Background: an optimization exercise with open tools, aiming at small area. Do not read the settings as production practice.
Only simulation tests tie the RTL to the original design; equivalence was not proved.
No activity file was given, so power comes from the tool's default toggle rates.

$ cat flow/flow/run.sh
#!/bin/bash
# The standard layout, with the port buffers made of the smallest buffer.
set -e
export BUFFER_PORTS_ARGS="-buffer_cell sky130_fd_sc_hd__buf_1"
bash standard.sh > standard_flow.log 2>&1
$ cat flow/standard.sh
#!/bin/bash
# synth_recipe.tcl (not shown) runs the flow's synth.tcl, then flattens the netlist and writes it again
# the make line also repeats each setting of config.mk as NAME=value (left out here)
make -C /OpenROAD-flow-scripts/flow DESIGN_CONFIG=/design/flow/config.mk WORK_HOME=/design/flow/orfs CLKGATE_MAP_FILE= SYNTH_SCRIPT=/design/flow/synth_recipe.tcl "${@:-finish}"
$ cat flow/config.mk
export PLATFORM = sky130hd
export DESIGN_NAME = SystolicCore
export DESIGN_NICKNAME = SystolicCore
export VERILOG_FILES = /design/flow/design.v
export SDC_FILE = /design/flow/constraint.sdc
export NUM_CORES = 4
export LEC_CHECK = 0
export CAP_MARGIN = 0
export CORE_MARGIN = 2
export CORE_UTILIZATION = 60
export CTS_BUF_LIST = sky130_fd_sc_hd__clkbuf_4
export CTS_CLUSTER_DIAMETER = 80
export CTS_CLUSTER_SIZE = 8
export PLACE_DENSITY = 0.7
export SLEW_MARGIN = 0
$ cat flow/constraint.sdc
create_clock -name core_clock -period 12.0 [get_ports {clk}]
set_input_delay 2.4000 -clock core_clock [delete_from_list [all_inputs] [get_ports {clk}]]
set_output_delay 2.4000 -clock core_clock [all_outputs]
set_load 0.01 [all_outputs]
$ cat flow/design.v
module PEv3(
    input clk,
    input rst,
    input in_en,
    input [7:0] data_horz,
    input [7:0] data_obli,
    input [7:0] data_vert,
    input active,
    input A, B, C, D, E, H,
    output logic [7:0] horz_out,
    output logic [7:0] obli_out,
    output logic bypass_en,
    output logic [7:0] opsum
    );
    parameter iWIDTH = 8;
    parameter oWIDTH = 8;
    logic [7:0] data_a_reg, data_b_reg, m_reg, psum_reg;
    logic [7:0] m_wire, a_wire, psum_mux;
    always @(posedge clk) begin
        data_a_reg <= (rst & active & A & in_en) ? data_horz : 8'd0;
        data_b_reg <= (rst & active & B & in_en) ? (H ? data_vert : data_obli) : 8'd0;
    end
    mul8lo u_mul(.a(data_a_reg), .b(data_b_reg), .p(m_wire));
    assign psum_mux = (active & C) ? psum_reg : 8'd0;
    add8 u_add(.a(m_reg), .b(psum_mux), .s(a_wire));
    always @(posedge clk) begin
        m_reg <= m_wire;
        psum_reg <= a_wire;
        opsum <= (active & D) ? a_wire : (E ? data_vert : 8'd0);
        bypass_en <= in_en;
    end
    assign horz_out = data_a_reg;
    assign obli_out = data_b_reg;
endmodule
module mul8lo(input [7:0] a, input [7:0] b, output [7:0] p);
  wire w1, w2, w3, w4, w5, w6, w7, w8, w9, w10, w11, w12, w13, w14, w15, w16, w17, w18, w19, w20, w21, w22, w23, w24, w25, w26, w27, w28, w29, w30, w31, w32, w33, w34, w35, w36, w37, w38, w39, w40, w41, w42;
  assign p[0] = (a[0] & b[0]);
  assign w1 = (a[0] & b[1]) ^ (a[1] & b[0]);
  assign w2 = (a[0] & b[1]) & (a[1] & b[0]);
  assign p[1] = w1;
  assign w3 = (a[0] & b[2]) ^ (a[1] & b[1]) ^ (a[2] & b[0]);
  assign w4 = ((a[0] & b[2]) & (a[1] & b[1])) | ((a[0] & b[2]) & (a[2] & b[0])) | ((a[1] & b[1]) & (a[2] & b[0]));
  assign w5 = w2 ^ w3;
  assign w6 = w2 & w3;
  assign p[2] = w5;
  assign w7 = (a[0] & b[3]) ^ (a[1] & b[2]) ^ (a[2] & b[1]);
  assign w8 = ((a[0] & b[3]) & (a[1] & b[2])) | ((a[0] & b[3]) & (a[2] & b[1])) | ((a[1] & b[2]) & (a[2] & b[1]));
  assign w9 = (a[3] & b[0]) ^ w4 ^ w6;
  assign w10 = ((a[3] & b[0]) & w4) | ((a[3] & b[0]) & w6) | (w4 & w6);
  assign w11 = w7 ^ w9;
  assign w12 = w7 & w9;
  assign p[3] = w11;
  assign w13 = (a[0] & b[4]) ^ (a[1] & b[3]) ^ (a[2] & b[2]);
  assign w14 = ((a[0] & b[4]) & (a[1] & b[3])) | ((a[0] & b[4]) & (a[2] & b[2])) | ((a[1] & b[3]) & (a[2] & b[2]));
  assign w15 = (a[3] & b[1]) ^ (a[4] & b[0]) ^ w8;
  assign w16 = ((a[3] & b[1]) & (a[4] & b[0])) | ((a[3] & b[1]) & w8) | ((a[4] & b[0]) & w8);
  assign w17 = w10 ^ w12 ^ w13;
  assign w18 = (w10 & w12) | (w10 & w13) | (w12 & w13);
  assign w19 = w15 ^ w17;
  assign w20 = w15 & w17;
  assign p[4] = w19;
  assign w21 = (a[0] & b[5]) ^ (a[1] & b[4]) ^ (a[2] & b[3]);
  assign w22 = ((a[0] & b[5]) & (a[1] & b[4])) | ((a[0] & b[5]) & (a[2] & b[3])) | ((a[1] & b[4]) & (a[2] & b[3]));
  assign w23 = (a[3] & b[2]) ^ (a[4] & b[1]) ^ (a[5] & b[0]);
  assign w24 = ((a[3] & b[2]) & (a[4] & b[1])) | ((a[3] & b[2]) & (a[5] & b[0])) | ((a[4] & b[1]) & (a[5] & b[0]));
  assign w25 = w14 ^ w16 ^ w18;
  assign w26 = (w14 & w16) | (w14 & w18) | (w16 & w18);
  assign w27 = w20 ^ w21 ^ w23;
  assign w28 = (w20 & w21) | (w20 & w23) | (w21 & w23);
  assign w29 = w25 ^ w27;
  assign w30 = w25 & w27;
  assign p[5] = w29;
  assign w31 = (a[0] & b[6]) ^ (a[1] & b[5]) ^ (a[2] & b[4]);
  assign w32 = ((a[0] & b[6]) & (a[1] & b[5])) | ((a[0] & b[6]) & (a[2] & b[4])) | ((a[1] & b[5]) & (a[2] & b[4]));
  assign w33 = (a[3] & b[3]) ^ (a[4] & b[2]) ^ (a[5] & b[1]);
  assign w34 = ((a[3] & b[3]) & (a[4] & b[2])) | ((a[3] & b[3]) & (a[5] & b[1])) | ((a[4] & b[2]) & (a[5] & b[1]));
  assign w35 = (a[6] & b[0]) ^ w22 ^ w24;
  assign w36 = ((a[6] & b[0]) & w22) | ((a[6] & b[0]) & w24) | (w22 & w24);
  assign w37 = w26 ^ w28 ^ w30;
  assign w38 = (w26 & w28) | (w26 & w30) | (w28 & w30);
  assign w39 = w31 ^ w33 ^ w35;
  assign w40 = (w31 & w33) | (w31 & w35) | (w33 & w35);
  assign w41 = w37 ^ w39;
  assign w42 = w37 & w39;
  assign p[6] = w41;
  assign p[7] = (a[0] & b[7]) ^ (a[1] & b[6]) ^ (a[2] & b[5]) ^ (a[3] & b[4]) ^ (a[4] & b[3]) ^ (a[5] & b[2]) ^ (a[6] & b[1]) ^ (a[7] & b[0]) ^ w32 ^ w34 ^ w36 ^ w38 ^ w40 ^ w42;
endmodule
module add8(input [7:0] a, input [7:0] b, output [7:0] s);
  wire [7:0] c;
  assign s[0] = a[0] ^ b[0];
  assign c[0] = a[0] & b[0];
  genvar i;
  generate for (i = 1; i < 8; i = i + 1) begin : g_bit
    assign s[i] = a[i] ^ b[i] ^ c[i-1];
    assign c[i] = (a[i] & b[i]) | (a[i] & c[i-1]) | (b[i] & c[i-1]);
  end endgenerate
endmodule
module ACv2(
    input clk,
    input rst,
    input [7:0] ipsum,
    input bn_param_in_en,
    input [15:0] bn_param_in,
    input [2:0] config_bits,
    input in_en,
    input F,
    output [7:0] data_out,
    output logic data_out_en,
    output logic [15:0] bn_param_out,
    output logic bn_param_out_en
    );
    parameter IN_WIDTH = 8;
    parameter ACC_WIDTH = 8;
    parameter BN_SCALE_WIDTH = 8;
    parameter BN_SHIFT_WIDTH = 8;
    logic [7:0] ipsum_reg, psum_reg, add_node, bn_node;
    logic [15:0] bn_param_reg;
    logic in_en_dly;
    always @(posedge clk) begin
        ipsum_reg <= (rst & in_en) ? ipsum : 8'd0;
        psum_reg <= add_node;
        in_en_dly <= in_en;
        if (~rst)
            bn_param_reg <= 16'd0;
        else if (bn_param_in_en)
            bn_param_reg <= bn_param_in;
        bn_param_out_en <= bn_param_in_en;
        bn_param_out <= bn_param_in;
    end
    wire [7:0] acc_sum;
    add8 u_acc(.a(ipsum_reg), .b(psum_reg), .s(acc_sum));
    assign add_node = (config_bits[2] & in_en_dly) ? acc_sum : ipsum_reg;
    muladd8lo u_bn(.a(add_node), .b(bn_param_reg[15:8]), .c(bn_param_reg[7:0]), .p(bn_node));
    assign data_out = config_bits[0] ? bn_node : add_node;
    assign data_out_en = F;
endmodule
module muladd8lo(input [7:0] a, input [7:0] b, input [7:0] c, output [7:0] p);
  wire w1, w2, w3, w4, w5, w6, w7, w8, w9, w10, w11, w12, w13, w14, w15, w16, w17, w18, w19, w20, w21, w22, w23, w24, w25, w26, w27, w28, w29, w30, w31, w32, w33, w34, w35, w36, w37, w38, w39, w40, w41, w42, w43, w44, w45, w46, w47, w48, w49, w50, w51, w52, w53, w54, w55, w56;
  assign w1 = (a[0] & b[5]) ^ (a[1] & b[4]);
  assign w2 = (a[0] & b[5]) & (a[1] & b[4]);
  assign w3 = (a[0] & b[6]) ^ (a[1] & b[5]) ^ (a[2] & b[4]);
  assign w4 = ((a[0] & b[6]) & (a[1] & b[5])) | ((a[0] & b[6]) & (a[2] & b[4])) | ((a[1] & b[5]) & (a[2] & b[4]));
  assign w5 = (a[3] & b[3]) ^ (a[4] & b[2]);
  assign w6 = (a[3] & b[3]) & (a[4] & b[2]);
  assign w7 = (a[0] & b[3]) ^ (a[1] & b[2]);
  assign w8 = (a[0] & b[3]) & (a[1] & b[2]);
  assign w9 = (a[0] & b[4]) ^ (a[1] & b[3]) ^ (a[2] & b[2]);
  assign w10 = ((a[0] & b[4]) & (a[1] & b[3])) | ((a[0] & b[4]) & (a[2] & b[2])) | ((a[1] & b[3]) & (a[2] & b[2]));
  assign w11 = (a[3] & b[1]) ^ (a[4] & b[0]);
  assign w12 = (a[3] & b[1]) & (a[4] & b[0]);
  assign w13 = w1 ^ (a[2] & b[3]) ^ (a[3] & b[2]);
  assign w14 = (w1 & (a[2] & b[3])) | (w1 & (a[3] & b[2])) | ((a[2] & b[3]) & (a[3] & b[2]));
  assign w15 = (a[4] & b[1]) ^ (a[5] & b[0]) ^ c[5];
  assign w16 = ((a[4] & b[1]) & (a[5] & b[0])) | ((a[4] & b[1]) & c[5]) | ((a[5] & b[0]) & c[5]);
  assign w17 = w3 ^ w5 ^ (a[5] & b[1]);
  assign w18 = (w3 & w5) | (w3 & (a[5] & b[1])) | (w5 & (a[5] & b[1]));
  assign w19 = (a[6] & b[0]) ^ c[6] ^ w2;
  assign w20 = ((a[6] & b[0]) & c[6]) | ((a[6] & b[0]) & w2) | (c[6] & w2);
  assign w21 = (a[0] & b[2]) ^ (a[1] & b[1]);
  assign w22 = (a[0] & b[2]) & (a[1] & b[1]);
  assign w23 = w7 ^ (a[2] & b[1]) ^ (a[3] & b[0]);
  assign w24 = (w7 & (a[2] & b[1])) | (w7 & (a[3] & b[0])) | ((a[2] & b[1]) & (a[3] & b[0]));
  assign w25 = w9 ^ w11 ^ c[4];
  assign w26 = (w9 & w11) | (w9 & c[4]) | (w11 & c[4]);
  assign w27 = w13 ^ w15 ^ w10;
  assign w28 = (w13 & w15) | (w13 & w10) | (w15 & w10);
  assign w29 = w17 ^ w19 ^ w14;
  assign w30 = (w17 & w19) | (w17 & w14) | (w19 & w14);
  assign w31 = (a[0] & b[1]) ^ (a[1] & b[0]);
  assign w32 = (a[0] & b[1]) & (a[1] & b[0]);
  assign w33 = w21 ^ (a[2] & b[0]) ^ c[2];
  assign w34 = (w21 & (a[2] & b[0])) | (w21 & c[2]) | ((a[2] & b[0]) & c[2]);
  assign w35 = w23 ^ c[3] ^ w22;
  assign w36 = (w23 & c[3]) | (w23 & w22) | (c[3] & w22);
  assign w37 = w25 ^ w8 ^ w24;
  assign w38 = (w25 & w8) | (w25 & w24) | (w8 & w24);
  assign w39 = w27 ^ w12 ^ w26;
  assign w40 = (w27 & w12) | (w27 & w26) | (w12 & w26);
  assign w41 = w29 ^ w16 ^ w28;
  assign w42 = (w29 & w16) | (w29 & w28) | (w16 & w28);
  assign w43 = (a[0] & b[0]) ^ c[0];
  assign w44 = (a[0] & b[0]) & c[0];
  assign p[0] = w43;
  assign w45 = w31 ^ c[1] ^ w44;
  assign w46 = (w31 & c[1]) | (w31 & w44) | (c[1] & w44);
  assign p[1] = w45;
  assign w47 = w33 ^ w32 ^ w46;
  assign w48 = (w33 & w32) | (w33 & w46) | (w32 & w46);
  assign p[2] = w47;
  assign w49 = w35 ^ w34 ^ w48;
  assign w50 = (w35 & w34) | (w35 & w48) | (w34 & w48);
  assign p[3] = w49;
  assign w51 = w37 ^ w36 ^ w50;
  assign w52 = (w37 & w36) | (w37 & w50) | (w36 & w50);
  assign p[4] = w51;
  assign w53 = w39 ^ w38 ^ w52;
  assign w54 = (w39 & w38) | (w39 & w52) | (w38 & w52);
  assign p[5] = w53;
  assign w55 = w41 ^ w40 ^ w54;
  assign w56 = (w41 & w40) | (w41 & w54) | (w40 & w54);
  assign p[6] = w55;
  assign p[7] = (a[0] & b[7]) ^ (a[1] & b[6]) ^ (a[2] & b[5]) ^ (a[3] & b[4]) ^ (a[4] & b[3]) ^ (a[5] & b[2]) ^ (a[6] & b[1]) ^ (a[7] & b[0]) ^ c[7] ^ w4 ^ w6 ^ w18 ^ w20 ^ w30 ^ w42 ^ w56;
endmodule
`timescale 1ns / 1ps
module SystolicBank_v2(
	clk,
	rst,
	in_en,
	conv_mm,
	isac,
	isrelu,
	isbn,
	active_1,
	active_2,
	active_3,
	data_in_horz_1,
	data_in_horz_2,
	data_in_horz_3,
	data_in_obli_1,
	data_in_obli_2,
	data_in_obli_3,
	data_in_obli_4,
	data_in_obli_5,
	data_in_obli_6,
	bn_param_in,
	bn_param_in_en,
	A_1,
	A_2,
	A_3,
	A_4,
	B_1,
	B_2,
	B_3,
	B_4,
	C_1,
	C_2,
	C_3,
	C_4,
	D_1,
	D_2,
	D_3,
	D_4,
	E_1,
	E_2,
	E_3,
	E_4,
	F_1,
	F_2,
	F_3,
	F_4,
	G_1,
	G_2,
	G_3,
	G_4,
	H_1,
	H_2,
	H_3,
	H_4,
	dout_en_1,
	dout_en_2,
	dout_en_3,
	dout_en_4,
	dout_1,
	dout_2,
	dout_3,
	dout_4
);
	parameter nCols = 4;
	parameter nRows = 3;
	parameter iWidth = 8;
	parameter oWidth = 8;
	localparam MODE_CONV = 0; localparam MODE_MM = 1;
	input clk, rst, in_en, conv_mm, isac, isrelu, isbn;
	input active_1;
	input active_2;
	input active_3;
	input [7:0] data_in_horz_1;
	input [7:0] data_in_horz_2;
	input [7:0] data_in_horz_3;
	input [7:0] data_in_obli_1;
	input [7:0] data_in_obli_2;
	input [7:0] data_in_obli_3;
	input [7:0] data_in_obli_4;
	input [7:0] data_in_obli_5;
	input [7:0] data_in_obli_6;
	input [15:0] bn_param_in;
	input bn_param_in_en;
	input A_1;
	input A_2;
	input A_3;
	input A_4;
	input B_1;
	input B_2;
	input B_3;
	input B_4;
	input C_1;
	input C_2;
	input C_3;
	input C_4;
	input D_1;
	input D_2;
	input D_3;
	input D_4;
	input E_1;
	input E_2;
	input E_3;
	input E_4;
	input F_1;
	input F_2;
	input F_3;
	input F_4;
	input G_1;
	input G_2;
	input G_3;
	input G_4;
	input H_1;
	input H_2;
	input H_3;
	input H_4;
	output [7:0] dout_1;
	output [7:0] dout_2;
	output [7:0] dout_3;
	output [7:0] dout_4;
	output dout_en_1;
	output dout_en_2;
	output dout_en_3;
	output dout_en_4;
	logic bypass_en_1_0;
	logic bypass_en_1_1;
	logic bypass_en_1_2;
	logic bypass_en_1_3;
	logic bypass_en_1_4;
	logic bypass_en_2_0;
	logic bypass_en_2_1;
	logic bypass_en_2_2;
	logic bypass_en_2_3;
	logic bypass_en_2_4;
	logic bypass_en_3_0;
	logic bypass_en_3_1;
	logic bypass_en_3_2;
	logic bypass_en_3_3;
	logic bypass_en_3_4;
	logic [7:0] data_in_vert_1_1;
	logic [7:0] data_in_vert_1_2;
	logic [7:0] data_in_vert_1_3;
	logic [7:0] data_in_vert_1_4;
	logic [7:0] data_in_vert_2_1;
	logic [7:0] data_in_vert_2_2;
	logic [7:0] data_in_vert_2_3;
	logic [7:0] data_in_vert_2_4;
	logic [7:0] data_in_vert_3_1;
	logic [7:0] data_in_vert_3_2;
	logic [7:0] data_in_vert_3_3;
	logic [7:0] data_in_vert_3_4;
	logic [7:0] data_in_vert_4_1;
	logic [7:0] data_in_vert_4_2;
	logic [7:0] data_in_vert_4_3;
	logic [7:0] data_in_vert_4_4;
	logic [7:0] data_in_horz_1_0;
	logic [7:0] data_in_horz_1_1;
	logic [7:0] data_in_horz_1_2;
	logic [7:0] data_in_horz_1_3;
	logic [7:0] data_in_horz_1_4;
	logic [7:0] data_in_horz_2_0;
	logic [7:0] data_in_horz_2_1;
	logic [7:0] data_in_horz_2_2;
	logic [7:0] data_in_horz_2_3;
	logic [7:0] data_in_horz_2_4;
	logic [7:0] data_in_horz_3_0;
	logic [7:0] data_in_horz_3_1;
	logic [7:0] data_in_horz_3_2;
	logic [7:0] data_in_horz_3_3;
	logic [7:0] data_in_horz_3_4;
	logic [7:0] data_in_horz_4_0;
	logic [7:0] data_in_horz_4_1;
	logic [7:0] data_in_horz_4_2;
	logic [7:0] data_in_horz_4_3;
	logic [7:0] data_in_horz_4_4;
	logic [7:0] data_in_obli_1_0;
	logic [7:0] data_in_obli_1_1;
	logic [7:0] data_in_obli_1_2;
	logic [7:0] data_in_obli_1_3;
	logic [7:0] data_in_obli_1_4;
	logic [7:0] data_in_obli_2_0;
	logic [7:0] data_in_obli_2_1;
	logic [7:0] data_in_obli_2_2;
	logic [7:0] data_in_obli_2_3;
	logic [7:0] data_in_obli_2_4;
	logic [7:0] data_in_obli_3_0;
	logic [7:0] data_in_obli_3_1;
	logic [7:0] data_in_obli_3_2;
	logic [7:0] data_in_obli_3_3;
	logic [7:0] data_in_obli_3_4;
	logic [7:0] data_in_obli_4_0;
	logic [7:0] data_in_obli_4_1;
	logic [7:0] data_in_obli_4_2;
	logic [7:0] data_in_obli_4_3;
	logic [7:0] data_in_obli_4_4;
	logic [15:0] bn_param_out_1;
	logic [15:0] bn_param_out_2;
	logic [15:0] bn_param_out_3;
	logic [15:0] bn_param_out_4;
	logic bn_param_out_en_1;
	logic bn_param_out_en_2;
	logic bn_param_out_en_3;
	logic bn_param_out_en_4;
	assign data_in_vert_4_1 = (conv_mm == MODE_CONV)? 0: data_in_obli_3;
	assign data_in_vert_4_2 = (conv_mm == MODE_CONV)? 0: data_in_obli_4;
	assign data_in_vert_4_3 = (conv_mm == MODE_CONV)? 0: data_in_obli_5;
	assign data_in_vert_4_4 = (conv_mm == MODE_CONV)? 0: data_in_obli_6;
	assign bypass_en_1_0 = in_en;
	assign bypass_en_2_0 = in_en;
	assign bypass_en_3_0 = in_en;
	assign data_in_horz_1_0 = data_in_horz_1;
	assign data_in_horz_2_0 = data_in_horz_2;
	assign data_in_horz_3_0 = data_in_horz_3;
	assign data_in_obli_2_0 = (conv_mm == MODE_CONV)? data_in_obli_1: 0;
	assign data_in_obli_3_0 = (conv_mm == MODE_CONV)? data_in_obli_2: 0;
	assign data_in_obli_4_0 = (conv_mm == MODE_CONV)? data_in_obli_3: 0;
	assign data_in_obli_4_1 = (conv_mm == MODE_CONV)? data_in_obli_4: 0;
	assign data_in_obli_4_2 = (conv_mm == MODE_CONV)? data_in_obli_5: 0;
	assign data_in_obli_4_3 = (conv_mm == MODE_CONV)? data_in_obli_6: 0;
	PEv3 # (.iWIDTH(iWidth), .oWIDTH(oWidth)) p_1_1(.clk(clk), .rst(rst), .in_en(bypass_en_1_0), .data_vert(data_in_vert_2_1), .active(active_1), .data_horz(data_in_horz_1_0), .data_obli(data_in_obli_2_0), .A(A_1), .B(B_1), .C(C_1), .D(D_1), .E(E_1), .H(H_1), .horz_out(data_in_horz_1_1), .obli_out(data_in_obli_1_1), .bypass_en(bypass_en_1_1), .opsum(data_in_vert_1_1));
	PEv3 # (.iWIDTH(iWidth), .oWIDTH(oWidth)) p_1_2(.clk(clk), .rst(rst), .in_en(bypass_en_1_1), .data_vert(data_in_vert_2_2), .active(active_1), .data_horz(data_in_horz_1_1), .data_obli(data_in_obli_2_1), .A(A_2), .B(B_2), .C(C_2), .D(D_2), .E(E_2), .H(H_2), .horz_out(data_in_horz_1_2), .obli_out(data_in_obli_1_2), .bypass_en(bypass_en_1_2), .opsum(data_in_vert_1_2));
	PEv3 # (.iWIDTH(iWidth), .oWIDTH(oWidth)) p_1_3(.clk(clk), .rst(rst), .in_en(bypass_en_1_2), .data_vert(data_in_vert_2_3), .active(active_1), .data_horz(data_in_horz_1_2), .data_obli(data_in_obli_2_2), .A(A_3), .B(B_3), .C(C_3), .D(D_3), .E(E_3), .H(H_3), .horz_out(data_in_horz_1_3), .obli_out(data_in_obli_1_3), .bypass_en(bypass_en_1_3), .opsum(data_in_vert_1_3));
	PEv3 # (.iWIDTH(iWidth), .oWIDTH(oWidth)) p_1_4(.clk(clk), .rst(rst), .in_en(bypass_en_1_3), .data_vert(data_in_vert_2_4), .active(active_1), .data_horz(data_in_horz_1_3), .data_obli(data_in_obli_2_3), .A(A_4), .B(B_4), .C(C_4), .D(D_4), .E(E_4), .H(H_4), .horz_out(data_in_horz_1_4), .obli_out(data_in_obli_1_4), .bypass_en(bypass_en_1_4), .opsum(data_in_vert_1_4));
	PEv3 # (.iWIDTH(iWidth), .oWIDTH(oWidth)) p_2_1(.clk(clk), .rst(rst), .in_en(bypass_en_2_0), .data_vert(data_in_vert_3_1), .active(active_2), .data_horz(data_in_horz_2_0), .data_obli(data_in_obli_3_0), .A(A_1), .B(B_1), .C(C_1), .D(D_1), .E(E_1), .H(H_1), .horz_out(data_in_horz_2_1), .obli_out(data_in_obli_2_1), .bypass_en(bypass_en_2_1), .opsum(data_in_vert_2_1));
	PEv3 # (.iWIDTH(iWidth), .oWIDTH(oWidth)) p_2_2(.clk(clk), .rst(rst), .in_en(bypass_en_2_1), .data_vert(data_in_vert_3_2), .active(active_2), .data_horz(data_in_horz_2_1), .data_obli(data_in_obli_3_1), .A(A_2), .B(B_2), .C(C_2), .D(D_2), .E(E_2), .H(H_2), .horz_out(data_in_horz_2_2), .obli_out(data_in_obli_2_2), .bypass_en(bypass_en_2_2), .opsum(data_in_vert_2_2));
	PEv3 # (.iWIDTH(iWidth), .oWIDTH(oWidth)) p_2_3(.clk(clk), .rst(rst), .in_en(bypass_en_2_2), .data_vert(data_in_vert_3_3), .active(active_2), .data_horz(data_in_horz_2_2), .data_obli(data_in_obli_3_2), .A(A_3), .B(B_3), .C(C_3), .D(D_3), .E(E_3), .H(H_3), .horz_out(data_in_horz_2_3), .obli_out(data_in_obli_2_3), .bypass_en(bypass_en_2_3), .opsum(data_in_vert_2_3));
	PEv3 # (.iWIDTH(iWidth), .oWIDTH(oWidth)) p_2_4(.clk(clk), .rst(rst), .in_en(bypass_en_2_3), .data_vert(data_in_vert_3_4), .active(active_2), .data_horz(data_in_horz_2_3), .data_obli(data_in_obli_3_3), .A(A_4), .B(B_4), .C(C_4), .D(D_4), .E(E_4), .H(H_4), .horz_out(data_in_horz_2_4), .obli_out(data_in_obli_2_4), .bypass_en(bypass_en_2_4), .opsum(data_in_vert_2_4));
	PEv3 # (.iWIDTH(iWidth), .oWIDTH(oWidth)) p_3_1(.clk(clk), .rst(rst), .in_en(bypass_en_3_0), .data_vert(data_in_vert_4_1), .active(active_3), .data_horz(data_in_horz_3_0), .data_obli(data_in_obli_4_0), .A(A_1), .B(B_1), .C(C_1), .D(D_1), .E(E_1), .H(H_1), .horz_out(data_in_horz_3_1), .obli_out(data_in_obli_3_1), .bypass_en(bypass_en_3_1), .opsum(data_in_vert_3_1));
	PEv3 # (.iWIDTH(iWidth), .oWIDTH(oWidth)) p_3_2(.clk(clk), .rst(rst), .in_en(bypass_en_3_1), .data_vert(data_in_vert_4_2), .active(active_3), .data_horz(data_in_horz_3_1), .data_obli(data_in_obli_4_1), .A(A_2), .B(B_2), .C(C_2), .D(D_2), .E(E_2), .H(H_2), .horz_out(data_in_horz_3_2), .obli_out(data_in_obli_3_2), .bypass_en(bypass_en_3_2), .opsum(data_in_vert_3_2));
	PEv3 # (.iWIDTH(iWidth), .oWIDTH(oWidth)) p_3_3(.clk(clk), .rst(rst), .in_en(bypass_en_3_2), .data_vert(data_in_vert_4_3), .active(active_3), .data_horz(data_in_horz_3_2), .data_obli(data_in_obli_4_2), .A(A_3), .B(B_3), .C(C_3), .D(D_3), .E(E_3), .H(H_3), .horz_out(data_in_horz_3_3), .obli_out(data_in_obli_3_3), .bypass_en(bypass_en_3_3), .opsum(data_in_vert_3_3));
	PEv3 # (.iWIDTH(iWidth), .oWIDTH(oWidth)) p_3_4(.clk(clk), .rst(rst), .in_en(bypass_en_3_3), .data_vert(data_in_vert_4_4), .active(active_3), .data_horz(data_in_horz_3_3), .data_obli(data_in_obli_4_3), .A(A_4), .B(B_4), .C(C_4), .D(D_4), .E(E_4), .H(H_4), .horz_out(data_in_horz_3_4), .obli_out(data_in_obli_3_4), .bypass_en(bypass_en_3_4), .opsum(data_in_vert_3_4));
	ACv2 # (.IN_WIDTH(oWidth), .ACC_WIDTH(oWidth), .BN_SCALE_WIDTH(oWidth), .BN_SHIFT_WIDTH(oWidth)) ac_1(.clk(clk), .rst(rst), .config_bits({isac, isrelu, isbn}), .in_en(G_1), .ipsum(data_in_vert_1_1), .F(F_1), .bn_param_in_en(bn_param_in_en), .bn_param_in(bn_param_in), .bn_param_out(bn_param_out_1), .bn_param_out_en(bn_param_out_en_1), .data_out_en(dout_en_1), .data_out(dout_1));
	ACv2 # (.IN_WIDTH(oWidth), .ACC_WIDTH(oWidth), .BN_SCALE_WIDTH(oWidth), .BN_SHIFT_WIDTH(oWidth)) ac_2(.clk(clk), .rst(rst), .config_bits({isac, isrelu, isbn}), .in_en(G_2), .ipsum(data_in_vert_1_2), .F(F_2), .bn_param_in_en(bn_param_out_en_1), .bn_param_in(bn_param_out_1), .bn_param_out(bn_param_out_2), .bn_param_out_en(bn_param_out_en_2), .data_out_en(dout_en_2), .data_out(dout_2));
	ACv2 # (.IN_WIDTH(oWidth), .ACC_WIDTH(oWidth), .BN_SCALE_WIDTH(oWidth), .BN_SHIFT_WIDTH(oWidth)) ac_3(.clk(clk), .rst(rst), .config_bits({isac, isrelu, isbn}), .in_en(G_3), .ipsum(data_in_vert_1_3), .F(F_3), .bn_param_in_en(bn_param_out_en_2), .bn_param_in(bn_param_out_2), .bn_param_out(bn_param_out_3), .bn_param_out_en(bn_param_out_en_3), .data_out_en(dout_en_3), .data_out(dout_3));
	ACv2 # (.IN_WIDTH(oWidth), .ACC_WIDTH(oWidth), .BN_SCALE_WIDTH(oWidth), .BN_SHIFT_WIDTH(oWidth)) ac_4(.clk(clk), .rst(rst), .config_bits({isac, isrelu, isbn}), .in_en(G_4), .ipsum(data_in_vert_1_4), .F(F_4), .bn_param_in_en(bn_param_out_en_3), .bn_param_in(bn_param_out_3), .bn_param_out(bn_param_out_4), .bn_param_out_en(bn_param_out_en_4), .data_out_en(dout_en_4), .data_out(dout_4));
endmodule
module DFSMv2(
    input clk,
    input rst,
    input start,
    input [23:0] config_bits,
    input in_en,
    output logic start_out,
    output logic in_en_bypass,
    output logic A, B, C, D, E, F, G, H
    );
    parameter MAX_nPERIOD = 512;
    parameter MAX_nLMAC = 3072;
    parameter MAX_nSHFT = 3;
    localparam S0 = 2'd0, S1 = 2'd1, S2 = 2'd2, S0p = 2'd3;
    wire mode = config_bits[23];
    wire [8:0] config_nPeriod = config_bits[22:14];
    wire [11:0] config_nLMAC = config_bits[13:2];
    wire [1:0] config_nSHFT = config_bits[1:0];
    logic [1:0] state;
    logic [11:0] mac_count;
    logic [8:0] period_count;
    logic [2:0] F_dly;
    wire [11:0] mac_inc;
    inc #(12) u_mac_inc(.a(mac_count), .y(mac_inc));
    wire [8:0] period_inc;
    inc #(9) u_per_inc(.a(period_count), .y(period_inc));
    wire mac_more, per_more;
    ult #(12) u_mac_lt(.a(mac_inc), .b(config_nLMAC), .lt(mac_more));
    wire shft_more = mac_count[1:0] < config_nSHFT - 2'd1;
    ult #(9) u_per_lt(.a(period_inc), .b(config_nPeriod), .lt(per_more));
    always @(posedge clk) begin
        if (~rst) begin
            state <= S0;
            mac_count <= 12'd0;
            period_count <= 9'd0;
            F_dly <= 3'd0;
            F <= 1'b0;
        end
        else begin
            case (state)
                S0: begin
                    if (start) state <= S0p;
                    mac_count <= 12'd0;
                    period_count <= 9'd0;
                end
                S0p: begin
                    if (in_en) state <= S1;
                end
                S1: begin
                    if (!mac_more) state <= S2;
                    else if (~in_en) state <= S0p;
                    mac_count <= mac_more ? mac_inc : 12'd0;
                end
                S2: begin
                    if (!shft_more) state <= per_more ? (in_en ? S1 : S0p) : S0;
                    mac_count <= shft_more ? {10'd0, mac_count[1:0] + 2'd1} : 12'd0;
                    if (!mac_count[1]) period_count <= per_more ? period_inc : 9'd0;
                end
            endcase
            F_dly <= {F_dly[1:0], state == S2 && mac_count[1:0] == 2'd0};
            F <= F_dly[config_nSHFT - 2'd1];
        end
    end
    assign A = state == S1;
    assign B = state == S1 || state == S0p;
    always @(posedge clk) begin
        C <= state == S1 || state == S0p;
        D <= state == S1;
        E <= state == S2;
        H <= mode && state == S1;
        in_en_bypass <= in_en;
        start_out <= start;
    end
    assign G = E;
endmodule
module ult #(parameter W = 8) (input [W-1:0] a, input [W-1:0] b, output lt);
  wire [W-1:0] l;
  assign l[0] = ~a[0] & b[0];
  genvar i;
  generate for (i = 1; i < W; i = i + 1) begin : g_bit
    assign l[i] = (b[i] & ~a[i]) | ((b[i] | ~a[i]) & l[i-1]);
  end endgenerate
  assign lt = l[W-1];
endmodule
module inc #(parameter W = 8) (input [W-1:0] a, output [W-1:0] y);
  wire [W-1:0] c;
  assign y[0] = ~a[0];
  assign c[0] = a[0];
  genvar i;
  generate for (i = 1; i < W; i = i + 1) begin : g_bit
    assign y[i] = a[i] ^ c[i-1];
    assign c[i] = a[i] & c[i-1];
  end endgenerate
endmodule
module DFSMv3(
    input clk,
    input rst,
    input start,
    input [23:0] config_bits,
    input all_data_rdy,
    input in_en,
    output logic start_out,
    output logic in_en_bypass,
    output logic data_preread,
    output logic A, B, C, D, E, F, G, H
    );
    parameter MAX_nPERIOD = 512;
    parameter MAX_nLMAC = 3072;
    parameter MAX_nSHFT = 3;
    localparam S0 = 2'd0, S1 = 2'd1, S2 = 2'd2, S0p = 2'd3;
    wire mode = config_bits[23];
    wire [8:0] config_nPeriod = config_bits[22:14];
    wire [11:0] config_nLMAC = config_bits[13:2];
    wire [1:0] config_nSHFT = config_bits[1:0];
    logic [1:0] state;
    logic [11:0] mac_count;
    logic [8:0] period_count;
    logic [4:0] F_dly;
    wire [11:0] mac_inc;
    inc #(12) u_mac_inc(.a(mac_count), .y(mac_inc));
    wire [8:0] period_inc;
    inc #(9) u_per_inc(.a(period_count), .y(period_inc));
    wire mac_more, per_more;
    ult #(12) u_mac_lt(.a(mac_inc), .b(config_nLMAC), .lt(mac_more));
    wire shft_more = mac_count[1:0] < config_nSHFT - 2'd1;
    ult #(9) u_per_lt(.a(period_inc), .b(config_nPeriod), .lt(per_more));
    always @(posedge clk) begin
        if (~rst) begin
            state <= S0;
            mac_count <= 12'd0;
            period_count <= 9'd0;
            F_dly <= 5'd0;
            F <= 1'b0;
        end
        else begin
            case (state)
                S0: begin
                    if (start) state <= S0p;
                    mac_count <= 12'd0;
                    period_count <= 9'd0;
                end
                S0p: begin
                    if (all_data_rdy) state <= S1;
                end
                S1: begin
                    if (!mac_more) state <= S2;
                    else if (~all_data_rdy) state <= S0p;
                    mac_count <= mac_more ? mac_inc : 12'd0;
                end
                S2: begin
                    if (!shft_more) state <= per_more ? (all_data_rdy ? S1 : S0p) : S0;
                    mac_count <= shft_more ? {10'd0, mac_count[1:0] + 2'd1} : 12'd0;
                    if (!mac_count[1]) period_count <= per_more ? period_inc : 9'd0;
                end
            endcase
            F_dly <= {F_dly[3:0], state == S2 && mac_count[1:0] == 2'd0};
            F <= F_dly[{1'b0, config_nSHFT} + 3'd1];
        end
    end
    logic A_dly, B_dly, D_dly1, E_dly1, E_dly2, H_dly1, H_dly2;
    always @(posedge clk) begin
        A_dly <= state == S1;
        A <= A_dly;
        D_dly1 <= A;
        D <= D_dly1;
        B_dly <= state == S1 || state == S0p;
        B <= B_dly;
        C <= B;
        E_dly1 <= state == S2;
        E_dly2 <= E_dly1;
        E <= E_dly2;
        H_dly1 <= mode && state == S1;
        H_dly2 <= H_dly1;
        H <= H_dly2;
        in_en_bypass <= in_en;
        start_out <= start;
    end
    assign G = E;
    assign data_preread = state == S1;
endmodule
module SystolicCore(
	input clk,
	input rst,
	input start,
	input mode_conv_mm,
	input isac,
	input isrelu,
	input isbn,
	input [22:0] dfsm_config,
	input all_data_rdy,
	input pe_config_1_1,
	input pe_config_1_2,
	input pe_config_1_3,
	input pe_config_2_1,
	input pe_config_2_2,
	input pe_config_2_3,
	input [7:0] data_horz_1_1,
	input [7:0] data_horz_1_2,
	input [7:0] data_horz_1_3,
	input [7:0] data_horz_2_1,
	input [7:0] data_horz_2_2,
	input [7:0] data_horz_2_3,
	input [7:0] data_obli_1,
	input [7:0] data_obli_2,
	input [7:0] data_obli_3,
	input [7:0] data_obli_4,
	input [7:0] data_obli_5,
	input [7:0] data_obli_6,
	input [15:0] data_bn_1,
	input [15:0] data_bn_2,
	input data_bn_en,
	output data_preread,
	output [7:0] dout_1_1,
	output [7:0] dout_1_2,
	output [7:0] dout_1_3,
	output [7:0] dout_1_4,
	output [7:0] dout_2_1,
	output [7:0] dout_2_2,
	output [7:0] dout_2_3,
	output [7:0] dout_2_4,
	output dout_en_1_1,
	output dout_en_1_2,
	output dout_en_1_3,
	output dout_en_1_4,
	output dout_en_2_1,
	output dout_en_2_2,
	output dout_en_2_3,
	output dout_en_2_4
);
	parameter nCols = 4;
	parameter nRows = 3;
	parameter iWidth = 8;
	parameter oWidth = 8;
	parameter DFSM_MAX_nPERIOD = 512;
	parameter DFSM_MAX_nLMAC = 3072;
	parameter DFSM_MAX_nSHFT = 3;
	logic A_1, A_2, A_3, A_4;
	logic B_1, B_2, B_3, B_4;
	logic C_1, C_2, C_3, C_4;
	logic D_1, D_2, D_3, D_4;
	logic E_1, E_2, E_3, E_4;
	logic F_1, F_2, F_3, F_4;
	logic G_1, G_2, G_3, G_4;
	logic H_1, H_2, H_3, H_4;
	logic dfsm_data_en_1, dfsm_data_en_2, dfsm_data_en_3, dfsm_data_en_4;
	logic start_bypass_1, start_bypass_2, start_bypass_3, start_bypass_4;
	logic array_data_en;
	always@(posedge clk) begin
		array_data_en <= data_preread;
	end
	SystolicBank_v2 # (.iWidth(iWidth), .oWidth(oWidth), .nRows(nRows), .nCols(nCols)) bank_1(.clk(clk), .rst(rst), .in_en(array_data_en), .conv_mm(mode_conv_mm), .isac(isac), .isrelu(isrelu), .isbn(isbn), .bn_param_in_en(data_bn_en), .bn_param_in(data_bn_1), .active_1(pe_config_1_1), .active_2(pe_config_1_2), .active_3(pe_config_1_3), .data_in_horz_1(data_horz_1_1), .data_in_horz_2(data_horz_1_2), .data_in_horz_3(data_horz_1_3), .data_in_obli_1(data_obli_1), .data_in_obli_2(data_obli_2), .data_in_obli_3(data_obli_3), .data_in_obli_4(data_obli_4), .data_in_obli_5(data_obli_5), .data_in_obli_6(data_obli_6), .A_1(A_1), .A_2(A_2), .A_3(A_3), .A_4(A_4), .B_1(B_1), .B_2(B_2), .B_3(B_3), .B_4(B_4), .C_1(C_1), .C_2(C_2), .C_3(C_3), .C_4(C_4), .D_1(D_1), .D_2(D_2), .D_3(D_3), .D_4(D_4), .E_1(E_1), .E_2(E_2), .E_3(E_3), .E_4(E_4), .F_1(F_1), .F_2(F_2), .F_3(F_3), .F_4(F_4), .G_1(G_1), .G_2(G_2), .G_3(G_3), .G_4(G_4), .H_1(H_1), .H_2(H_2), .H_3(H_3), .H_4(H_4), .dout_en_1(dout_en_1_1), .dout_en_2(dout_en_1_2), .dout_en_3(dout_en_1_3), .dout_en_4(dout_en_1_4), .dout_1(dout_1_1), .dout_2(dout_1_2), .dout_3(dout_1_3), .dout_4(dout_1_4));
	SystolicBank_v2 # (.iWidth(iWidth), .oWidth(oWidth), .nRows(nRows), .nCols(nCols)) bank_2(.clk(clk), .rst(rst), .in_en(array_data_en), .conv_mm(mode_conv_mm), .isac(isac), .isrelu(isrelu), .isbn(isbn), .bn_param_in_en(data_bn_en), .bn_param_in(data_bn_2), .active_1(pe_config_2_1), .active_2(pe_config_2_2), .active_3(pe_config_2_3), .data_in_horz_1(data_horz_2_1), .data_in_horz_2(data_horz_2_2), .data_in_horz_3(data_horz_2_3), .data_in_obli_1(data_obli_1), .data_in_obli_2(data_obli_2), .data_in_obli_3(data_obli_3), .data_in_obli_4(data_obli_4), .data_in_obli_5(data_obli_5), .data_in_obli_6(data_obli_6), .A_1(A_1), .A_2(A_2), .A_3(A_3), .A_4(A_4), .B_1(B_1), .B_2(B_2), .B_3(B_3), .B_4(B_4), .C_1(C_1), .C_2(C_2), .C_3(C_3), .C_4(C_4), .D_1(D_1), .D_2(D_2), .D_3(D_3), .D_4(D_4), .E_1(E_1), .E_2(E_2), .E_3(E_3), .E_4(E_4), .F_1(F_1), .F_2(F_2), .F_3(F_3), .F_4(F_4), .G_1(G_1), .G_2(G_2), .G_3(G_3), .G_4(G_4), .H_1(H_1), .H_2(H_2), .H_3(H_3), .H_4(H_4), .dout_en_1(dout_en_2_1), .dout_en_2(dout_en_2_2), .dout_en_3(dout_en_2_3), .dout_en_4(dout_en_2_4), .dout_1(dout_2_1), .dout_2(dout_2_2), .dout_3(dout_2_3), .dout_4(dout_2_4));
	DFSMv3 # (.MAX_nPERIOD(DFSM_MAX_nPERIOD), .MAX_nLMAC(DFSM_MAX_nLMAC), .MAX_nSHFT(DFSM_MAX_nSHFT)) fsm_1(.clk(clk), .rst(rst), .config_bits({mode_conv_mm, dfsm_config}), .all_data_rdy(all_data_rdy), .in_en(array_data_en), .start(start), .data_preread(data_preread), .in_en_bypass(dfsm_data_en_1), .start_out(start_bypass_1), .A(A_1), .B(B_1), .C(C_1), .D(D_1), .E(E_1), .F(F_1), .G(G_1), .H(H_1));
	DFSMv2 # (.MAX_nPERIOD(DFSM_MAX_nPERIOD), .MAX_nLMAC(DFSM_MAX_nLMAC), .MAX_nSHFT(DFSM_MAX_nSHFT)) fsm_2(.clk(clk), .rst(rst), .config_bits({mode_conv_mm, dfsm_config}), .in_en(dfsm_data_en_1), .start(start_bypass_1), .in_en_bypass(dfsm_data_en_2), .start_out(start_bypass_2), .A(A_2), .B(B_2), .C(C_2), .D(D_2), .E(E_2), .F(F_2), .G(G_2), .H(H_2));
	DFSMv2 # (.MAX_nPERIOD(DFSM_MAX_nPERIOD), .MAX_nLMAC(DFSM_MAX_nLMAC), .MAX_nSHFT(DFSM_MAX_nSHFT)) fsm_3(.clk(clk), .rst(rst), .config_bits({mode_conv_mm, dfsm_config}), .in_en(dfsm_data_en_2), .start(start_bypass_2), .in_en_bypass(dfsm_data_en_3), .start_out(start_bypass_3), .A(A_3), .B(B_3), .C(C_3), .D(D_3), .E(E_3), .F(F_3), .G(G_3), .H(H_3));
	DFSMv2 # (.MAX_nPERIOD(DFSM_MAX_nPERIOD), .MAX_nLMAC(DFSM_MAX_nLMAC), .MAX_nSHFT(DFSM_MAX_nSHFT)) fsm_4(.clk(clk), .rst(rst), .config_bits({mode_conv_mm, dfsm_config}), .in_en(dfsm_data_en_3), .start(start_bypass_3), .in_en_bypass(dfsm_data_en_4), .start_out(start_bypass_4), .A(A_4), .B(B_4), .C(C_4), .D(D_4), .E(E_4), .F(F_4), .G(G_4), .H(H_4));
endmodule
==> impl_metrics.tcl, run 1 <==
set metrics [dict create \
    synth_compound_area_share_pct 3.679 \
    dieWidth_um 358.4 \
    min-delay-start "bank_1.ac_1.bn_param_out[2]$_DFF_P_" \
    synth_fa_ha_area_share_pct 24.89 \
    synth_seq_cells 1457 \
    start_util_pct 60.24 \
    cp-end-kind "primary output" \
    clkTransAtPathRegs_ns 0.09 \
    design_area_mm2 0.07933 \
    startpoint "bank_1.ac_1.ipsum_reg[0]$_SDFF_PN0_" \
    rows 130 \
    cts-htree-levels 4 \
    p_switching_mw 2.620 \
    portBuffers 237 \
    status "timing/DRC/antenna clean" \
    setup_tns_ns 0 \
    synth_common_cells "dfxtp_1 (1,457), and2_1 (967), nand2_1 (924)" \
    grt_use_total_pct 28.49 \
    synthToLayoutAreaGrowth_pct 5.282 \
    place_congestion 0.8943 \
    cp-start-kind "register" \
    p_total_mw 8.768 \
    cts_buffers 201 \
    period_needed_ns 10.98 \
    grt_pass1_vias 51480 \
    drv_slew 0 \
    synth_simple_gate_area_share_pct 18.18 \
    cts-root-buf "clkbuf_4" \
    fin_crit_sh_pct 91.51 \
    vias_per_cell 5.378 \
    core_mm2 0.1251 \
    power_frac_comb_pct 12.6 \
    ctsHoldBuffers 0 \
    clkLatencyLatePin_ns 1.18 \
    r2r_end "bank_2.p_2_1.m_reg[7]$_DFF_P_" \
    syn_area_per_cell_um2 10.15 \
    synthMuxAreaShare_pct 3.983 \
    fillers 10560 \
    cp_max_fo 4 \
    grt_pass1_wl_mm 283.7 \
    reg2regPathDepth 18 \
    cts.path.max_buffers 3 \
    synth_top_flop_cell "dfxtp_1" \
    ant_nets 0 \
    die_h_um 358.4 \
    min_path_type "register to register" \
    cts_resized 0 \
    hold_violations 0 \
    drive_gt1_share_pct 4.275 \
    yosysMostFrequentCell "dfxtp_1" \
    synth_edf_count 0 \
    mappedNetlistArea_mm2 0.07535 \
    dpl.hpwl_mm 138.2 \
    intPower_mw 6.149 \
    slew_headroom_pct 16.03 \
    synth_area_leader_cell "dfxtp_1" \
    cts_num_sinks 1457 \
    slowest_stage "fa_1" \
    pwr-share-seq_pct 59.2 \
    power_leakage_nw 35.07 \
    final-setup-viol-count 0 \
    drtIter0Drc 3691 \
    vias 50160 \
    fin_skew_ns 0.08078 \
    crit_required_ns 9.60 \
    cpPeakStageDelay_ns 0.54 \
    p_sw_share_pct 29.88 \
    synth_top_area_share_pct 38.71 \
    multi_input_area_mm2 0.04262 \
    rsz0062_at_grt "no" \
    crit_top_cell "fa_1" \
    netlist_instances 7426 \
    ys_seq_area_share_pct 38.71 \
    wl_per_cell_um 19.17 \
    dpl_cell_area_mm2 0.07763 \
    grt_max_degree 106 \
    p_per_area_mw_per_mm2 110.5 \
    ys_types 85 \
    grt-ovfl-total 0 \
    clkPwrFrac_pct 28.3 \
    ioPinCount 239 \
    firstDrtPassIters 5 \
    yosys-top-cells-area "dfxtp_1 (39%), fa_1 (19%), and2_1 (8.0%)" \
    crit_path_end "dout_1_1[7]" \
    cap_viol_max_count 0 \
    async_flop_share_pct 0 \
    synth-xor-area-share_pct 5.823 \
    drc 0 \
    regArea_mm2 0.02918 \
    finalWirelength_mm 178.8 \
    yosys_warnings 5 \
    cts_tree "yes" \
    r2r_start "bank_2.p_2_1.data_b_reg[1]$_SDFF_PN0_" \
    crit_arrival_ns 8.58 \
    synthesis.nets 8640 \
    clock.fmax_mhz 91.07 \
    dieArea_mm2 0.1284 \
    worst_slew_pin_slew_ns 1.255 \
    antenna_found_initial 4 \
    post-cts-setup-buffers 0 \
    ir_drop_v 0.00009101 \
    final_nets 8872 \
    critPathKind "register to primary output" \
    synth_top_family_by_area "adder cells" \
    ff2ff_setup_slack_ns 6.84 \
]
==> power by group through the flow <==
stage,clock [mW],sequential (mW),combinational [mW]
after floorplan,0,5.17,0.788
after detailed placement,0,5.30,1.09
after global routing,2.74,5.21,1.20
after global placement,0,5.29,1.07
after CTS,2.55,5.19,1.09
final,2.48,5.19,1.10
==> metal layers <==
metal	track usage [%]	wire, µm	up-vias
li1	-	-	23720
met1	40.07	80510	24770
met2	45.14	82290	1389
met3	4.569	10650	282
met4	9.389	5355	0
met5	0	0	-
==> how the worst min path moves through the flow <==
stage / endpoint / slack, ns / cells after the start
after detailed placement: fsm_1.E$_DFF_P_ / 0.31 / 0
after CTS: bank_1.ac_2.bn_param_out[2]$_DFF_P_ / 0.32 / 0
after floorplan: fsm_1.B$_DFF_P_ / 0.31 / 0
after global placement: fsm_1.H$_DFF_P_ / 0.31 / 0
final: bank_1.ac_2.bn_param_out[2]$_DFF_P_ / 0.32 / 0
after global routing: bank_1.ac_2.bn_param_out[2]$_DFF_P_ / 0.33 / 0
==> worst max-delay path, delay by kind of cell, from the launching register on <==
kind	cells	cell delay, ns
buf+inv	5	0.37
fa+ha+maj	11	4.97
simple gates	1	0.25
xor+xnor	5	0.86
compound gates	3	0.59
flops	1	0.34
==> area by class of cell <==
type | instances | area share (%)
multi-input cells | 5033 | 53.73
flip-flops and latches | 1457 | 36.78
inverters | 696 | 3.299
well taps | 1650 | 2.602
clock buffers | 204 | 1.930
repair buffers | 269 | 1.445
clock inverters | 14 | 0.2003
diodes | 5 | 0.01577
==> logic make-up (layout without fill, tap and decap cells) <==
group                    Yosys count  after routing
adder cells (fa/ha/maj)         1071           1071
AO/OA/AOI/OAI                    451            451
multiplexers                     294            294
flip-flops                      1457           1457
AND/OR/NAND/NOR                 2716           2716
other                              0              5
XOR/XNOR                         501            501
buffers and inverters            936           1183
==> per-stage QoR <==
stage	hold slack [ns]	util, %	setup WS [ns]	std cells
after floorplan	0.3096	-	2.347	7426
after global placement	0.3112	62.06	1.206	9105
after detailed placement	0.3127	62.06	1.083	9105
after CTS	0.3208	63.42	0.7618	9323
after global routing	0.3309	63.43	0.5012	9328
final	0.3200	63.43	1.019	9328
==> placed cells by master (no fill, tap or decap), drive strengths merged, types with 5 or more instances in the layout <==
cell and count:
dfxtp 1457, and2 968, nand2 925, fa 720, inv 703, xnor2 388, nor2 373, ha 328
and3 278, mux2i 265, buf 260, clkbuf 213, o21ai 206, xor2 113, a21oi 95, nand3 88
a22oi 31, mux2 28, nor2b 27, maj3 23, a22o 16, nand2b 16, a32oi 9, nand3b 9
a32o 8, o22ai 8, o31ai 8, a222oi 7, a31oi 7, a221oi 7, o2111ai 6, nor3 6
diode 5, nand4 5, nand4b 5
==> run 2, diff against run 1 <==
--- a/flow/config.mk
+++ b/flow/config.mk
@@ -10,5 +10,5 @@
 export CORE_UTILIZATION = 60
 export CTS_BUF_LIST = sky130_fd_sc_hd__clkbuf_4
-export CTS_CLUSTER_DIAMETER = 80
+export CTS_CLUSTER_DIAMETER = 60
 export CTS_CLUSTER_SIZE = 8
 export PLACE_DENSITY = 0.7
==> run 2 against run 1 <==
Net effect: non-clock buffer count unchanged; synthesized cell count is the same; largest power group unchanged; maximum frequency fell by 0.21%; power up 1.3%; cell area rose by 0.25%; clock skew up 0.00075 ns; still clean.
==> impl_metrics.tcl, run 2 <==
set metrics [dict create \
    cts_resized 0 \
    rows 130 \
    crit_required_ns 9.60 \
    grt_pass1_vias 51450 \
    start_util_pct 60.24 \
    drv_slew 0 \
    drive_gt1_share_pct 4.420 \
    clkTransAtPathRegs_ns 0.09 \
    ioPinCount 239 \
    dieWidth_um 358.4 \
    final_nets 8876 \
    power_leakage_nw 35.16 \
    cts_num_sinks 1457 \
    final_cell_mix "dfxtp_1 (1,447), and2_1 (967), nand2_1 (924)" \
    firstDrtPassIters 5 \
    synthesis.nets 8640 \
    cts_buffers 205 \
    synth_area_leader_cell "dfxtp_1" \
    hold_violations 0 \
    p_total_mw 8.882 \
    cp-end-kind "primary output" \
    cap_viol_max_count 0 \
    fin_skew_ns 0.08152 \
    p_per_area_mw_per_mm2 111.7 \
    fillers 10560 \
    netlist_instances 7426 \
    ys_seq_area_share_pct 38.71 \
    synthToLayoutAreaGrowth_pct 5.547 \
    synth_common_cells "dfxtp_1 (1,457), and2_1 (967), nand2_1 (924)" \
    final_common_cell "dfxtp_1" \
    cts_tree "yes" \
    yosys_warnings 5 \
    cp-start-kind "register" \
    cp_max_fo 4 \
    antenna_found_initial 4 \
    grt_pass1_wl_mm 283.8 \
    slew_headroom_pct 17.36 \
    post-cts-setup-buffers 0 \
    grt-ovfl-total 0 \
    dpl.cell_count 9105 \
    core_mm2 0.1251 \
    final-setup-viol-count 0 \
    dpl.hpwl_mm 138.2 \
    vias 50110 \
    ir_drop_v 0.00009642 \
    synth_top_flop_cell "dfxtp_1" \
    multi_input_area_mm2 0.04262 \
    cts.path.max_buffers 3 \
    rsz0062_at_grt "no" \
    grt_use_total_pct 28.49 \
    ys_types 85 \
    cts-root-buf "clkbuf_4" \
    yosysMostFrequentCell "dfxtp_1" \
    ant_nets 0 \
    place_congestion 0.8943 \
    wl_per_cell_um 19.13 \
    die_h_um 358.4 \
    vias_per_cell 5.358 \
    synth_top_area_share_pct 38.71 \
    ctsHoldBuffers 0 \
    crit_arrival_ns 8.60 \
    finalWirelength_mm 178.9 \
    status "timing/DRC/antenna clean" \
    worst_slew_pin_slew_ns 1.235 \
    clock.fmax_mhz 90.88 \
    setup_tns_ns 0 \
    syn_area_per_cell_um2 10.15 \
    clkLatencyLatePin_ns 1.23 \
    place_ws_ns 1.083 \
    min_path_type "register to register" \
    grt_max_degree 106 \
    portBuffers 237 \
    cts-htree-levels 4 \
    setup_ws_ns 0.9963 \
    drc 0 \
    critPathKind "register to primary output" \
    stdcell_count 9353 \
    fin_crit_sh_pct 91.70 \
    async_flop_share_pct 0 \
    regArea_mm2 0.02918 \
    synth_edf_count 0 \
    drtIter0Drc 3690 \
    period_needed_ns 11.00 \
    mappedNetlistArea_mm2 0.07535 \
    yosys-top-cells-area "dfxtp_1 (39%), fa_1 (19%), and2_1 (8.0%)" \
    synth_seq_cells 1457 \
    dieArea_mm2 0.1284 \
]
run 2: power by group:
group	leakage (nW)	switching [mW]	internal, mW
Combinational	22.2	0.782	0.318
Clock	1.11	1.64	0.951
Sequential	11.8	0.209	4.98
Total	35.2	2.63	6.25
run 2: kinds of logic (layout without fill, tap and decap cells):
family                   Yosys count  after routing  synth area share (%)
AO/OA/AOI/OAI                    451            451                 3.680
XOR/XNOR                         501            501                 5.823
adder cells (fa/ha/maj)         1071           1071                 24.89
buffers and inverters            936           1202                 4.742
flip-flops                      1457           1457                 38.71
multiplexers                     294            294                 3.983
other                              0             11                     0
AND/OR/NAND/NOR                 2716           2716                 18.18
run 2: worst paths after layout:
path                              endpoint                                  start  cells past startpoint  slack, ns
max                            dout_1_1[7]    bank_1.ac_1.ipsum_reg[0]$_SDFF_PN0_                     25        1.0
min                        fsm_1.B$_DFF_P_                    fsm_1.B_dly$_DFF_P_                      0       0.33
max reg2reg  bank_2.p_2_1.m_reg[7]$_DFF_P_  bank_2.p_2_1.data_b_reg[0]$_SDFF_PN0_                     18       6.83
min reg2reg                fsm_1.B$_DFF_P_                    fsm_1.B_dly$_DFF_P_                      0       0.33
run 2: routing by layer:
layer | up-vias | global-route usage, % | part of all wire [%]
li1 | 23760 | - | -
met1 | 24660 | 40.11 | 45
met2 | 1416 | 45.21 | 46
met3 | 286 | 4.538 | 6.0
met4 | 0 | 9.121 | 2.9
met5 | - | 0 | 0
run 2: area by class of cell:
class                   count  area share, %
repair buffers            269          1.441
flip-flops and latches   1457          36.69
multi-input cells        5033          53.59
clock buffers             213          2.010
clock inverters            24         0.3477
well taps                1650          2.596
diodes                     11        0.03461
inverters                 696          3.291
run 2: through the flow:
| stage | cell area [µm²] | hold slack (ns) | utilization [%] |
|---|---|---|---|
| floorplan | 75350 | 0.3096 | - |
| global placement | 77630 | 0.3112 | 62.06 |
| detailed placement | 77630 | 0.3127 | 62.06 |
| CTS | 79510 | 0.3304 | 63.56 |
| global route | 79530 | 0.3398 | 63.58 |
| finish | 79540 | 0.3277 | 63.59 |
run 2: critical path: stages (launching register included):
cell and delay [ns]:
dfxtp_1 0.34, ha_1 0.14, inv_1 0.05, fa_1 0.45, fa_1 0.46, fa_1 0.47
fa_1 0.47, fa_1 0.46, fa_1 0.54, o21ai_0 0.21, and2_1 0.25, fa_1 0.53
inv_1 0.05, fa_1 0.50, inv_1 0.06, fa_1 0.52, inv_1 0.05, fa_1 0.43
xnor2_1 0.22, xnor2_1 0.16, xnor2_1 0.15, xnor2_1 0.11, xnor2_1 0.23, o21ai_1 0.09
a32o_1 0.30, buf_1 0.15

what the ideal ports hide:
In the flow no input, the clock included, has a driving cell. The finished layouts below were timed again as built, in two steps. Step 1 sets driving cells, clkbuf_16 on the clock port and buf_2 on the other inputs (assumed; they add their load-dependent delay and slew). Step 2 adds t to the input delays and takes it off the output delays; t is the mean of the earliest and latest rising clock arrival at the registers after step 1. Input paths then give back, and output paths get back, about the clock's delay inside the block. a / b / c = ideal / step 1 / step 2; a / b = the first two.
run	shift t [ns]	slack for setup (ns)	worst register clock-pin slew, ns	worst slew at a driven data input, ns
run 1	1.232	1.019 / 0.945 / 1.080	0.12 / 0.12	0.08
run 2	1.267	0.996 / 0.920 / 1.113	0.11 / 0.11	0.08
After both steps setup and hold are still met in every run listed.
